From an optimization exercise on the open Yosys and OpenROAD flow, aimed at small area; shortcuts taken in it are not production practice. Only simulation tests tie the RTL to the original design; equivalence was not proved. No run shown here takes its clock network from TritonCTS; it comes from the design's own scripts or RTL. No driver is modelled on the clock port, so clock power and skew are understated where the tree is cut down; a real chip needs a root buffer or a tree. Power is estimated from default activity; no workload was simulated.

==> design.v <==
`timescale 1ns / 1ps
module seg7ment_sub(
input wire [3:0] num,
output reg [6:0] a_to_g );
always @(*)
case(num)
0: a_to_g=7'b0000001;
1: a_to_g=7'b1001111;
2: a_to_g=7'b0010010;
3: a_to_g=7'b0000110;
4: a_to_g=7'b1001100;
5: a_to_g=7'b0100100;
6: a_to_g=7'b0100000; 
7: a_to_g=7'b0001111;
8: a_to_g=7'b0000000;
9: a_to_g=7'b0000100;
'hA: a_to_g=7'b0001000;
'hB: a_to_g=7'b1100000;
'hC: a_to_g=7'b0110001;
'hD: a_to_g=7'b1000010;
'hE: a_to_g=7'b0110000;
'hF: a_to_g=7'b0111000;
default: a_to_g=7'b0000001;
endcase
endmodule
module taxi_top(
	input [1:0] light,
	input restart,
	input endcar,
	input park,
	input showaltogether,
	input clk,
	input rst,
	input showdistance,
	input restartall,
	output [6:0] a_to_g,
	output [3:0] enable,
	output point
    );
	reg [5:0]  clk_cnt;
	reg [3:0]  park_cnt;
	reg [15:0] distance;
	reg [2:0]  od_k;
	reg [3:0]  od_f1, od_f2;
	reg [3:0]  od_f3;
	reg [2:0]  al_k, rn_k;
	reg [14:0] al_f, rn_f;     
	wire day  = light[1] & light[0];
	wire tick = (clk_cnt == 6'd62);
	wire rs   = restart | restartall;
	always @(posedge clk)
		if (rst) clk_cnt <= 0;
		else     clk_cnt <= clk_cnt + 1'b1;
	always @(posedge clk)
		if (rst) park_cnt <= 0;
		else if (tick) park_cnt <= (park_cnt == 4'd10) ? 4'd0 : park_cnt + 1'b1;
	wire [3:0] d0 = distance[3:0], d1 = distance[7:4], d2 = distance[11:8], d3 = distance[15:12];
	wire n0 = d0[3] & d0[0], n1 = d1[3] & d1[0], n2 = d2[3] & d2[0], n3 = d3[3] & d3[0];
	wire dinc = tick & ~park & ~endcar;
	reg [15:0] distance_n;
	always @(*) begin
		distance_n = distance;
		if (n0 & n1 & n2 & n3) distance_n = distance;
		else begin
			distance_n[3:0]   = n0 ? 4'd0 : d0 + 1'b1;
			if (n0) distance_n[7:4]   = n1 ? 4'd0 : d1 + 1'b1;
			if (n0 & n1) distance_n[11:8]  = n2 ? 4'd0 : d2 + 1'b1;
			if (n0 & n1 & n2) distance_n[15:12] = d3 + 1'b1;
		end
	end
	always @(posedge clk)
		if (rst | rs) distance <= 0;
		else if (dinc) distance <= distance_n;
	wire one  = (d0 == 4'd1);
	wire hi   = one & (distance[15:8] != 0);
	wire lo   = one & (d1 >= 4'd3);
	wire addt = tick & ~endcar;
	wire add0 = addt & park & (park_cnt == 0);
	wire add1 = addt & ~(park & (park_cnt == 0)) & (hi | lo);
	wire [2:0] amt1 = day ? (hi ? 3'd4 : 3'd3) : (hi ? 3'd5 : 3'd4);
	wire [2:0] od_s0 = od_k + add0;
	wire od_c0 = od_s0[2] | od_s0[1];
	wire [4:0] od_s1 = od_f1 + (add1 ? amt1 : 3'd0) + od_c0;
	wire od_c1 = od_s1 > 9;
	wire od_c2 = od_c1 & od_f2[3] & od_f2[0];
	wire od_sat = od_c2 & od_f3[3] & od_f3[0];
	always @(posedge clk)
		if (rst) {od_f3, od_f2, od_f1, od_k} <= 0;
		else if (rs) {od_f3, od_f2, od_f1, od_k} <= {4'd0, 4'd1, day ? 4'd4 : 4'd7, 3'd0};
		else if (od_sat) {od_f3, od_f2, od_f1, od_k} <= {4'd11, 4'd6, 4'd12, 3'd5};
		else begin
			od_k  <= od_c0 ? od_s0 - 3'd2 : od_s0;
			od_f1 <= od_c1 ? od_s1 - 5'd10 : od_s1;
			od_f2 <= od_c2 ? 4'd0 : od_f2 + od_c1;
			if (od_c2) od_f3 <= od_f3 + 4'd1;
		end
	wire [4:0] al_x1 = ~restart ? al_f[4:0] :
		day ? {rn_f[4:2] + 3'd1, rn_f[1:0]} : {rn_f[4:3], rn_f[2:0] - 3'd1};
	wire [4:0] al_x2 = restart ? rn_f[9:5] : al_f[9:5];
	wire [4:0] al_x3 = restart ? rn_f[14:10] : al_f[14:10];
	wire al_i3 = restart & ~day & (&rn_f[9:5]);
	wire [2:0] al_pk = restart ? rn_k : al_k;
	wire al_a0 = add0 & ~restart, al_a1 = add1 & ~restart;
	wire [2:0] al_s0 = al_pk + al_a0;
	wire al_c0 = al_s0[2] | al_s0[1];
	wire [4:0] al_s1 = al_x1 + (al_a1 ? amt1 : 3'd0) + al_c0;
	wire al_c1 = al_s1 > 9;
	wire [4:0] al_s2 = al_x2 + restart + al_c1;
	wire al_c2 = al_c1 & (al_s2 > 9);
	wire [4:0] al_s3 = al_x3 + al_i3 + al_c2;
	wire al_sat = al_c2 & (al_s3 > 9);
	always @(posedge clk)
		if (rst | (restart & restartall)) {al_f, al_k} <= 0;
		else if (al_sat) {al_f, al_k} <= {5'd19, 5'd6, 5'd12, 3'd5};
		else begin
			al_k <= al_c0 ? al_s0 - 3'd2 : al_s0;
			al_f <= {al_s3, al_c2 ? al_s2 - 5'd10 : al_s2, al_c1 ? al_s1 - 5'd10 : al_s1};
		end
	always @(posedge clk)
		if (rst | (restart & restartall)) {rn_f, rn_k} <= 0;
		else if (endcar & ~restart) {rn_f, rn_k} <= {al_f, al_k};
	function [3:0] f0dig;
		input [2:0] k;
		case (k)
			3'd0: f0dig = 4'h0;
			3'd1: f0dig = 4'h5;
			3'd2: f0dig = 4'hA;
			3'd3: f0dig = 4'hF;
			3'd4: f0dig = 4'h4;
			default: f0dig = 4'h9;
		endcase
	endfunction
	reg show;
	always @(*)
		case (light)
			2'd0: show = clk_cnt[3:0] <= 4'd1;
			2'd1: show = clk_cnt[3:0] <= 4'd2;
			2'd2: show = clk_cnt[3:0] <= 4'd4;
			default: show = clk_cnt[3:0] <= 4'd13;
		endcase
	wire [1:0] dig = clk_cnt[5:4] | {2{~show}};
	reg [3:0] fnum;
	always @(*)
		if (showdistance) fnum = distance[dig*4 +: 4];
		else case (dig)
			2'd0: fnum = f0dig(showaltogether ? rn_k : od_k);
			2'd1: fnum = showaltogether ? rn_f[3:0]   : od_f1;
			2'd2: fnum = showaltogether ? rn_f[8:5]   : od_f2;
			default: fnum = showaltogether ? rn_f[13:10] : {od_f3[3] & ~od_f3[1], od_f3[2:0]};
		endcase
	assign enable = show ? ~(4'b1000 >> clk_cnt[5:4]) : 4'b1111;
	assign point  = ~(show & (clk_cnt[5:4] == 2'd1));
	seg7ment_sub C(.num(fnum), .a_to_g(a_to_g));
endmodule
==> flow/run.sh <==
#!/bin/bash
# Own layout flow: the standard flow (standard.sh) with these changes:
#  - synthesis maps the logic with several area-oriented abc scripts
#    (flow/abc_*.script), keeps the smallest result, and uses no half/full-
#    adder cells; the registers are those of the standard synthesis;
#  - port buffers are the smallest buffer;
#  - clock tree: after CTS, a root buffer feeding 8 small leaf buffers, each
#    driving a location-based group of registers (flow/post_cts.tcl).
# The make output is in flow.log; each step's own log is under orfs/logs/.
set -euo pipefail
W=$(pwd)

export FLOW_FLOW_DIR=$W/flow
source $W/flow/cts.env
sed "s|SYNTH_SCRIPT=[^ ]*|SYNTH_SCRIPT=$W/flow/synth.tcl|" standard.sh > run_standard.sh
grep -q "SYNTH_SCRIPT=$W/flow/synth.tcl" run_standard.sh
bash run_standard.sh ADDER_MAP_FILE= "BUFFER_PORTS_ARGS=-buffer_cell sky130_fd_sc_hd__buf_1" \
  "CTS_ARGS=$CTS_ARGS" "POST_CTS_TCL=$W/flow/post_cts.tcl" finish > flow.log 2>&1
==> flow/abc_amap2d.script <==
strash
dc2
balance
rewrite
refactor
balance
rewrite
rewrite -z
balance
refactor -z
rewrite -z
balance
dc2
balance
rewrite
refactor
balance
rewrite
rewrite -z
balance
refactor -z
rewrite -z
balance
dch -f
amap
mfs
strash
dch -f
amap
==> flow/abc_amap3.script <==
strash
dc2
balance
rewrite
refactor
balance
rewrite
rewrite -z
balance
refactor -z
rewrite -z
balance
dc2
balance
rewrite
refactor
balance
rewrite
rewrite -z
balance
refactor -z
rewrite -z
balance
dch -f
amap
strash
dch -f
amap
strash
dch -f
amap
==> flow/abc_nf.script <==
strash
dc2
balance
rewrite
refactor
balance
rewrite
rewrite -z
balance
refactor -z
rewrite -z
balance
dc2
balance
rewrite
refactor
balance
rewrite
rewrite -z
balance
refactor -z
rewrite -z
balance
&get -n
&dch -f
&nf -R 1000
&put
==> flow/abc_s3.script <==
strash
dc2
balance
rewrite
refactor
balance
rewrite
rewrite -z
balance
refactor -z
rewrite -z
balance
dc2
balance
rewrite
refactor
balance
rewrite
rewrite -z
balance
refactor -z
rewrite -z
balance
dch -f
amap
strash
dch -f
amap
strash
dch -f
amap
strash
dch -f
amap
==> flow/abc_s5.script <==
strash
dc2
balance
rewrite
refactor
balance
rewrite
rewrite -z
balance
refactor -z
rewrite -z
balance
dc2
balance
rewrite
refactor
balance
rewrite
rewrite -z
balance
refactor -z
rewrite -z
balance
dc2
balance
rewrite
refactor
balance
rewrite
rewrite -z
balance
refactor -z
rewrite -z
balance
dch -f
amap
mfs
strash
dch -f
amap
mfs
strash
dch -f
amap
==> flow/clock_tree.tcl <==
# Replace the clock tree with a root buffer feeding NLEAF leaf buffers, each
# driving a balanced, location-based group of the registers' clock pins.
proc ctree_rebuild { nleaf root_cell leaf_cell } {
  set db [ord::get_db]
  set block [ord::get_db_block]
  set clk_bterm [$block findBTerm clk]
  set clk_net [$clk_bterm getNet]
  # collect register clock pins (through the existing tree) and the tree's cells
  set sinks {}
  set tree_insts {}
  set tree_nets {}
  set todo [list $clk_net]
  while {[llength $todo]} {
    set net [lindex $todo 0]; set todo [lrange $todo 1 end]
    foreach it [$net getITerms] {
      if {[$it isOutputSignal]} continue
      set inst [$it getInst]
      set m [[$inst getMaster] getName]
      if {[string match "*clkbuf*" $m] || [string match "*clkinv*" $m] || [string match "*bufinv*" $m] || [string match "*inv_*" $m] || [string match "*buf_*" $m]} {
        if {[string match "*df*" $m]} { lappend sinks $it; continue }
        lappend tree_insts $inst
        foreach o [$inst getITerms] {
          if {[$o isOutputSignal] && [$o getNet] ne "NULL"} { lappend todo [$o getNet]; lappend tree_nets [$o getNet] }
        }
      } else {
        lappend sinks $it
      }
    }
  }
  puts "ctree: [llength $sinks] sinks, removing [llength $tree_insts] tree cells"
  foreach it $sinks { $it disconnect }
  foreach inst $tree_insts { odb::dbInst_destroy $inst }
  foreach net $tree_nets { odb::dbNet_destroy $net }
  # location of each sink
  set pts {}
  foreach it $sinks {
    set bb [[$it getInst] getBBox]
    lappend pts [list [expr {([$bb xMin] + [$bb xMax]) / 2}] [expr {([$bb yMin] + [$bb yMax]) / 2}] $it]
  }
  # balanced split: recursively halve along the longer side
  set groups [list $pts]
  while {[llength $groups] < $nleaf} {
    set best -1; set bi 0; set i 0
    foreach g $groups { if {[llength $g] > $best} { set best [llength $g]; set bi $i }; incr i }
    set g [lindex $groups $bi]
    set xs [lmap p $g {lindex $p 0}]; set ys [lmap p $g {lindex $p 1}]
    set dx [expr {[tcl::mathfunc::max {*}$xs] - [tcl::mathfunc::min {*}$xs]}]
    set dy [expr {[tcl::mathfunc::max {*}$ys] - [tcl::mathfunc::min {*}$ys]}]
    set k [expr {$dx >= $dy ? 0 : 1}]
    set g [lsort -integer -index $k $g]
    set h [expr {[llength $g] / 2}]
    set groups [lreplace $groups $bi $bi [lrange $g 0 [expr {$h - 1}]] [lrange $g $h end]]
  }
  set root_m [$db findMaster $root_cell]
  set leaf_m [$db findMaster $leaf_cell]
  set root [odb::dbInst_create $block $root_m ctree_root]
  set root_net [odb::dbNet_create $block ctree_root_net]
  $root_net setSigType CLOCK
  $clk_net setSigType CLOCK
  [$root findITerm A] connect $clk_net
  [$root findITerm X] connect $root_net
  set sx 0; set sy 0; set i 0
  foreach g $groups {
    set cx 0; set cy 0
    foreach p $g { incr cx [lindex $p 0]; incr cy [lindex $p 1] }
    set cx [expr {$cx / [llength $g]}]; set cy [expr {$cy / [llength $g]}]
    set leaf [odb::dbInst_create $block $leaf_m ctree_leaf_$i]
    set net [odb::dbNet_create $block ctree_leaf_net_$i]
    $net setSigType CLOCK
    [$leaf findITerm A] connect $root_net
    [$leaf findITerm X] connect $net
    foreach p $g { [lindex $p 2] connect $net }
    $leaf setLocation $cx $cy
    $leaf setPlacementStatus PLACED
    incr sx $cx; incr sy $cy; incr i
    puts "ctree: leaf $i drives [llength $g] sinks at $cx $cy"
  }
  $root setLocation [expr {$sx / $i}] [expr {$sy / $i}]
  $root setPlacementStatus PLACED
}
==> flow/cts.env <==
CTS_ARGS="-sink_clustering_enable -repair_clock_nets -root_buf sky130_fd_sc_hd__clkbuf_8 -buf_list sky130_fd_sc_hd__clkbuf_8 -dont_use_dummy_load"
==> flow/post_cts.tcl <==
# After CTS: replace the H-tree with a two-level tree of small buffers
source $::env(FLOW_FLOW_DIR)/clock_tree.tcl
ctree_rebuild 8 sky130_fd_sc_hd__clkbuf_4 sky130_fd_sc_hd__clkbuf_4
detailed_placement
check_placement -verbose
estimate_parasitics -placement
report_clock_skew
==> flow/synth.tcl <==
# The standard flow's synthesis (synth_recipe.tcl) with one change: abc maps the logic
# with each of the area-oriented scripts flow/abc_*.script, and the smallest
# result (by the library's cell area) is kept.
proc synth {args} { yosys synth -nofsm -noshare {*}$args }
rename source __orig_source
proc source {args} {
  set r [uplevel 1 [list __orig_source {*}$args]]
  if { [string match *synth_preamble.tcl [lindex $args end]] } {
    rename abc __orig_abc
    proc abc {args} {
      set i [lsearch -exact $args -script]
      set scripts [lsort [glob $::env(FLOW_FLOW_DIR)/abc_*.script]]
      set lib [lindex $::env(LIB_FILES) 0]
      design -save __pre_abc
      set best ""; set best_area 1e18
      foreach s $scripts {
        design -load __pre_abc
        __orig_abc {*}[lreplace $args [expr {$i + 1}] [expr {$i + 1}] $s]
        set f $::env(OBJECTS_DIR)/abc_try_[file rootname [file tail $s]].txt
        tee -q -o $f stat -liberty $lib
        set fh [open $f]; set txt [read $fh]; close $fh
        regexp {Chip area for module '[^']*': ([0-9.]+)} $txt -> area
        puts "abc script [file tail $s]: area $area"
        if { $area < $best_area } { set best_area $area; set best $s }
      }
      puts "abc: keeping [file tail $best] (area $best_area)"
      design -load __pre_abc
      __orig_abc {*}[lreplace $args [expr {$i + 1}] [expr {$i + 1}] $best]
    }
  }
  return $r
}
source $::env(SCRIPTS_DIR)/synth.tcl
# left out here: clear keep_hierarchy, flatten, clean up, hide names made inside functions, write 1_2_yosys.v
==> standard.sh <==
#!/bin/bash
# synth_recipe.tcl (not shown) runs the flow's synth.tcl, then flattens the netlist and writes it again
# the make line also repeats each setting of config.mk as NAME=value (left out here)
make -C /OpenROAD-flow-scripts/flow DESIGN_CONFIG=/design/flow/config.mk WORK_HOME=/design/flow/orfs CLKGATE_MAP_FILE= SYNTH_SCRIPT=/design/flow/synth_recipe.tcl "${@:-finish}"
==> config.mk <==
export PLATFORM = sky130hd
export DESIGN_NAME = taxi_top
export DESIGN_NICKNAME = taxi_top
export VERILOG_FILES = /design/flow/design.v
export SDC_FILE = /design/flow/constraint.sdc
export NUM_CORES = 4
export LEC_CHECK = 0
export CAP_MARGIN = 20
export CORE_MARGIN = 2
export CORE_UTILIZATION = 70
export SLEW_MARGIN = 20
==> constraint.sdc <==
create_clock -name core_clock -period 12.0 [get_ports {clk}]
set_input_delay 2.4000 -clock core_clock [delete_from_list [all_inputs] [get_ports {clk}]]
set_output_delay 2.4000 -clock core_clock [all_outputs]
set_load 0.01 [all_outputs]
==> qor.yml, run 1 <==
run_status: "no timing/DRC/antenna violations"
worst_path_most_repeated_cell: "nor2_1"
critical-path-slowest-cell: "o311ai_0"
synthesis.nets: 566
grt_setup_unrepaired: "no"
met3_usage_pct: 4.55
slowest_delay_ns: 0.67
design.portCount: 22
drt-vias-per-instance: 6.34
synth.yosys.warnings: 2
place_area_mm2: 0.00410
postRouteAntennaNets: 0
hold_viol: 0
groute.layer.met1.usage_pct: 40.5
grt_pass1_wl_um: 17400
slew_violations: 0
p_leak_nw: 1.37
row_count: 27
whs_path_depth: 2
leading_cell_types_in_the_layout_fill_and_taps_excluded: "nor2_1 (121), dfxtp_1 (77), clkinv_1 (63)"
synth.cell_area_mm2: 0.00392
start_util_pct: 71.6
design.core.area_mm2: 0.00547
finish.instance_area_mm2: 0.00417
cts_sink_cnt: 77
ys_ff_latch: 77
area_growth_syn_to_layout_pct: 6.42
min-delay-start: "rn_k[0]$_SDFFE_PP0P_"
route.detailed.wl_per_inst_um: 15.9
number_of_antenna_violations_at_the_first_check_in_global_routing: 0
drt-initial-drc-count: 311
critical_path.reg2reg.startpoint: "clk_cnt[5]$_SDFF_PP0_"
floorplan_die_height_um: 78.8
fin_util_pct: 76.2
layout_commonest_cell: "nor2_1"
placement.io_buffers: 21
fin_worst_skew_ns: 0.00766
pre_cts_slack_ns: 2.23
power.density_cell_area_mw_per_mm2: 112
maxCapViolations: 0
critPathCaptureType: "flop"
grt_start_max_net_pins: 27
criticalPathCategory: "input pin to flop"
worst-slew-pin-transition_ns: 1.12
min_period_ns: 9.63
dp_hpwl_um: 7610
hp-class: "flop to flop"
antennaDiodeCount: 0
grt_overflow_total: 0
max_freq_ghz: 0.104
setup_violations: 0
post-route-period-util_pct: 80.3
final_nets: 600
clk_latency_ns: 0.43
die_w_um: 78.8
globalRouteMet2Util_pct: 64.1
final_routed_drc_violation_total: 0
setup_ws_ns: 2.37
worstSetupStartpoint: "park"
vias: 4184
gpl.final_weighted_congestion: 0.936
critical_path_arrival_ns: 9.98
synth-seq-area-share_pct: 39.3
fin_setup_tns_ns: 0
max-slew-margin-rel_pct: 25.4
timing.critical_path.required_ns: 12.34
post_synth_inst_count: 556
clk_pin_slew_ns: 0.10
yosys.cell_types.count: 41
ir_drop_mv: 0.0958
drive_gt1_share_pct: 2.04
gr-max-usage-layer: "met2"
cp-start-kind: "input pin"
gr-usage-all-layers_pct: 34.1
path_max_fanout: 8
worst-r2r-cell-count: 43
firstDrtPassIters: 6
first_global_vias: 3901
route.final.wire_length_um: 10500
fp.dieArea_mm2: 0.00621
syn_avg_cell_area_um2: 7.05
-- kinds of logic after synthesis --
| kind of cell | Yosys count | synth area share [%] |
|---|---|---|
| buffers and inverters | 64 | 6.22 |
| DFF | 77 | 39.3 |
| and+or+nand+nor | 233 | 25.2 |
| AOI/OAI and AO/OA | 182 | 29.2 |
-- power by group --
part           switching (W)  internal (W)   total, W
combinational      0.0000515     0.0000266  0.0000780
sequential        0.00000714      0.000264   0.000271
clock              0.0000810     0.0000349   0.000116
total               0.000140      0.000326   0.000465
-- worst max-delay path: cells and delay by family --
| family | cells | cell delay, ns |
|---|---|---|
| compound gates | 13 | 3.19 |
| buf+inv | 5 | 0.68 |
| simple gates | 24 | 3.70 |
-- registers in the layout (all words and copies together), names as in the netlist, 4 cells and up --
| signal | cells |
|---|---|
| al_f | 15 |
| od_f1 | 4 |
| rn_f | 15 |
| od_f3 | 4 |
| od_f2 | 4 |
| clk_cnt | 6 |
| distance | 16 |
| park_cnt | 4 |
-- metrics by stage --
step	cells	power [W]	hold WS, ns
6_report	660	0.000465	0.477
5_1_grt	660	0.000487	0.491
3_5_place_dp	651	0.000352	0.453
3_3_place_gp	651	0.000350	0.441
2_1_floorplan	556	0.000330	0.426
-- per-layer routing --
metal / up-vias / part of all wire (%)
li1: 2073 / -
met1: 1926 / 41
met2: 158 / 50
met3: 27 / 6.3
met4: 0 / 2.6
met5: - / 0
-- cells in the mapped netlist --
master     number  share of area [%]
a21o_1          1               0.19
o21a_1          7                1.3
a311oi_1        1               0.22
nor3_1         21                2.7
o211a_1         1               0.26
a21oi_1        36                4.6
a2111oi_0       1               0.22
o22a_1          2               0.45
o311ai_0        2               0.45
buf_4           1               0.19
o221a_1         4                1.1
nand3_1         6               0.77
nand4_1         6               0.96
a211oi_1        9                1.7
o41ai_1         1               0.22
o211ai_1        4               0.77
o31ai_1         2               0.38
or4_1           1               0.19
or3_1           1               0.16
o21ai_0        48                6.1
o32ai_1         2               0.45
clkinv_1       63                6.0
o22ai_1        37                5.9
nor2b_1         3               0.48
a221oi_1        3               0.67
nand2_1        54                5.2
o32a_1          1               0.26
o2111a_1        1               0.29
a22oi_1         7                1.3
a31o_1          1               0.22
dfxtp_1        77                 39
a211o_1         1               0.22
and2_0          2               0.32
nor2_1        121                 12
nor3b_1         1               0.19
o221ai_1        2               0.45
or2_0           5               0.80
and3_1          5               0.80
a31oi_1         7                1.1
nor4_1          7                1.1
o31a_1          1               0.22
-- final cells by class --
cell class              instances  area, µm²
inverters                      63        236
repair buffers                 24        101
flip-flops and latches         77       1540
well taps                      72       90.1
multi-input cells             415       2130
fillers                       436       1300
plain buffers                   9       67.6
-- worst paths after layout --
check | to | slack, ns
setup / recovery | al_f[0]$_SDFF_PP0_ | 2.37
hold / removal | rn_k[0]$_SDFFE_PP0P_ | 0.48
setup reg to reg | al_f[0]$_SDFF_PP0_ | 3.47
hold reg to reg | rn_k[0]$_SDFFE_PP0P_ | 0.48
==> run 2: changes to the inputs <==
--- a/config.mk
+++ b/config.mk
@@ -9,3 +9,4 @@
 export CORE_MARGIN = 2
 export CORE_UTILIZATION = 70
+export GPL_TIMING_DRIVEN = 0
 export SLEW_MARGIN = 20
==> run 2 against run 1 <==
Effect of this change:
- die area unchanged
- area after synthesis unchanged
- wire length decreased by 6.1%
- sequential share of layout area increased by 0.089 points
- via count decreased by 2.2%
- sequential cell count unchanged
- sequential power about the same
- worst hold slack got worse by 0.0077 ns
- worst setup slack got worse by 0.60 ns
==> qor.yml, run 2 <==
run_status: "no timing/DRC/antenna violations"
min-delay-start: "rn_k[0]$_SDFFE_PP0P_"
fin_worst_skew_ns: 0.0142  # +0.00654 ns
worstSetupStartpoint: "restart"
max-slew-margin-rel_pct: 36.2  # +11 points
clk_latency_ns: 0.43  # about the same
groute.layer.met1.usage_pct: 38.6  # -1.9 points
synth.cells.most_frequent: "nor2_1 (121), dfxtp_1 (77), clkinv_1 (63)"
placement.io_buffers: 21  # unchanged
syn_avg_cell_area_um2: 7.05  # unchanged
power.density_cell_area_mw_per_mm2: 111  # -0.71%
power_switching_w: 0.000136  # -2.6%
yosys.area.top_type: "dfxtp_1"
seqPwrFrac_pct: 58.8  # +0.5 points
postRouteAntennaNets: 0  # unchanged
dp_hpwl_um: 7130  # -6.3%
largest_register_ffs: 16  # unchanged
ir_drop_mv: 0.0760  # -21%
fillerInstances: 465  # +6.7%
start_util_pct: 71.6  # unchanged
worst-slew-pin-transition_ns: 0.954  # -0.161 ns
criticalPathCategory: "input pin to flop"
seq_area_mm2: 0.00154  # unchanged
critPathCaptureType: "flop"
final_routed_drc_violation_total: 0  # unchanged
timing.critical_path.required_ns: 12.34  # about the same
postSynth.topFlopCell: "dfxtp_1"
slew_violations: 0  # unchanged
post-route-period-util_pct: 85.3  # +5.0 points
grt_pass1_wl_um: 16200  # -6.4%
synth.yosys.warnings: 2  # unchanged
multiInputGateArea_mm2: 0.00213  # unchanged
pre_cts_slack_ns: 1.54  # -0.689 ns
power.share.switching_pct: 29.5  # -0.51 points
setup_violations: 0  # unchanged
grt_setup_unrepaired: "no"
floorplan_die_height_um: 78.8  # unchanged
async_flop_share_pct: 0  # unchanged
fp.dieArea_mm2: 0.00621  # unchanged
fin_util_pct: 76.0  # -0.18 points
clk_pin_slew_ns: 0.10  # about the same
synth.area.top_cells: "dfxtp_1 (39%), nor2_1 (12%), o21ai_0 (6.1%)"
critical_path.reg2reg.startpoint: "clk_cnt[5]$_SDFF_PP0_"
top_register: "distance"
post_synth_inst_count: 556  # unchanged
place_area_mm2: 0.00409  # -0.37%
synth_enable_flop_cells: 0  # unchanged
slowest_delay_ns: 0.89  # +0.22 ns
vias: 4091  # -2.2%
fin_setup_tns_ns: 0  # unchanged
grt_start_max_net_pins: 27  # unchanged
grt_overflow_total: 0  # unchanged
number_of_antenna_violations_at_the_first_check_in_global_routing: 0  # unchanged
min_period_ns: 10.24  # +0.604 ns
synth-seq-area-share_pct: 39.3  # unchanged
first_global_vias: 3781  # -3.1%
internal_power_w: 0.000325  # -0.22%
firstDrtPassIters: 4  # -2
drt-vias-per-instance: 6.21  # -2.1%
final_nets: 599  # -0.17%
comb_power_share_pct: 16.4  # -0.4 points
critical-path-slowest-cell: "clkinv_1"
hp-class: "flop to flop"
gpl.final_weighted_congestion: 0.927  # -0.97%
gr-usage-all-layers_pct: 31.8  # -2.3 points
hold_viol: 0  # unchanged
design.core.area_mm2: 0.00547  # unchanged
setup_ws_ns: 1.76  # -0.604 ns
path_max_fanout: 26  # +18
synth.cell_area_mm2: 0.00392  # unchanged
gr-max-usage-layer: "met2"
synthesis.nets: 566  # unchanged
max_freq_ghz: 0.0977  # -5.9%
yosys.cell_types.count: 41  # unchanged
maxCapViolations: 0  # unchanged
worst_path_most_repeated_cell: "nor2_1"
route.final.wire_length_um: 9830  # -6.1%
row_count: 27  # unchanged
design.portCount: 22  # unchanged
globalRouteMet2Util_pct: 57.4  # -6.7 points
drt-initial-drc-count: 248  # -20%
met3_usage_pct: 4.66  # +0.11 points
share_clk_of_total_power_pct: 24.7  # -0.2 points
p_leak_nw: 1.37  # -0.39%
critical_path_arrival_ns: 10.58  # +0.60 ns
cts_sink_cnt: 77  # unchanged
ys_ff_latch: 77  # unchanged
layout_commonest_cell: "nor2_1"
synthMostInstantiatedCell: "nor2_1"
finish.instance_area_mm2: 0.00416  # -0.24%
cp-start-kind: "input pin"
route.detailed.wl_per_inst_um: 14.9  # -6.0%
antennaDiodeCount: 0  # unchanged
drive_gt1_share_pct: 1.87  # -0.17 points
area_growth_syn_to_layout_pct: 6.16
leading_cell_types_in_the_layout_fill_and_taps_excluded: "nor2_1 (121), dfxtp_1 (77), clkinv_1 (63)"
die_w_um: 78.8  # unchanged
synth_top_area_share_pct: 39.3  # unchanged
run 2: metal layers:
layer  up-vias  part of all wire (%)
met2       131                    50
met5         -                     0
met3        29                   6.0
met1      1859                    42
li1       2072                     -
met4         0                   2.8
run 2: cell type report:
type | instances | share of cell area [%]
Buffer | 10 | 1.80
Inverter | 63 | 5.68
Multi-Input combinational cell | 415 | 51.3
Sequential cell | 77 | 37.0
Timing Repair Buffer | 22 | 2.01
Tap cell | 72 | 2.16
run 2: worst paths after layout:
kind         depth (start not counted)                   end  slack, ns
min                                  2  rn_k[0]$_SDFFE_PP0P_       0.47
max reg2reg                         44    al_f[0]$_SDFF_PP0_       3.45
max                                 41    al_f[0]$_SDFF_PP0_       1.76
min reg2reg                          2  rn_k[0]$_SDFFE_PP0P_       0.47
run 2: worst max-delay path: cells and delay by family:
family                 cells  cell delay, ns
AOI/OAI and AO/OA         12            2.25
buffers and inverters      5            1.88
and+or+nand+nor           24            4.00
run 2: per-stage QoR:
stage	cells	total power (W)	hold slack, ns
after detailed placement	649	0.000351	0.453
after global placement	649	0.000348	0.441
final	659	0.000461	0.469
after floorplan	556	0.000330	0.426
after global routing	659	0.000483	0.497
run 2: power by group through the flow:
stage	Combinational, W	Sequential [W]	Clock, W
final	0.0000757	0.000271	0.000114
after global placement	0.0000716	0.000276	0
after detailed placement	0.0000741	0.000277	0
after floorplan	0.0000555	0.000275	0
after global routing	0.0000859	0.000272	0.000126
run 2: logic make-up after synthesis:
logic type	synth area share (%)
AOI/OAI and AO/OA	29.2
DFF	39.3
buffers and inverters	6.22
and+or+nand+nor	25.2

port drivers added, routing unchanged:
How much do the figures lean on ideal ports? The routed layouts below were timed once more, with nothing changed but the port constraints. Step 1, drivers: a clkbuf_16 drives clk and a buf_2 each remaining input, both assumed. Step 2 moves the port delays by t, midway between the first and last clock arrival at a register: inputs arrive t later, outputs are due t later. That takes back most of the time a late clock gives input paths. Slacks: ideal / step 1 / step 2; pairs: ideal / step 1.
run | shift t [ns] | setup slack, ns | pins driven straight from the clock port
run 1 | 0.453 | 2.365 / 2.370 / 1.917 | 1
run 2 | 0.452 | 1.761 / 1.761 / 1.309 | 1
After both steps every run listed still meets setup and hold. The setup slack of run 2, which loses most, moves by 0.000 ns with the drivers and by -0.452 ns with both steps.
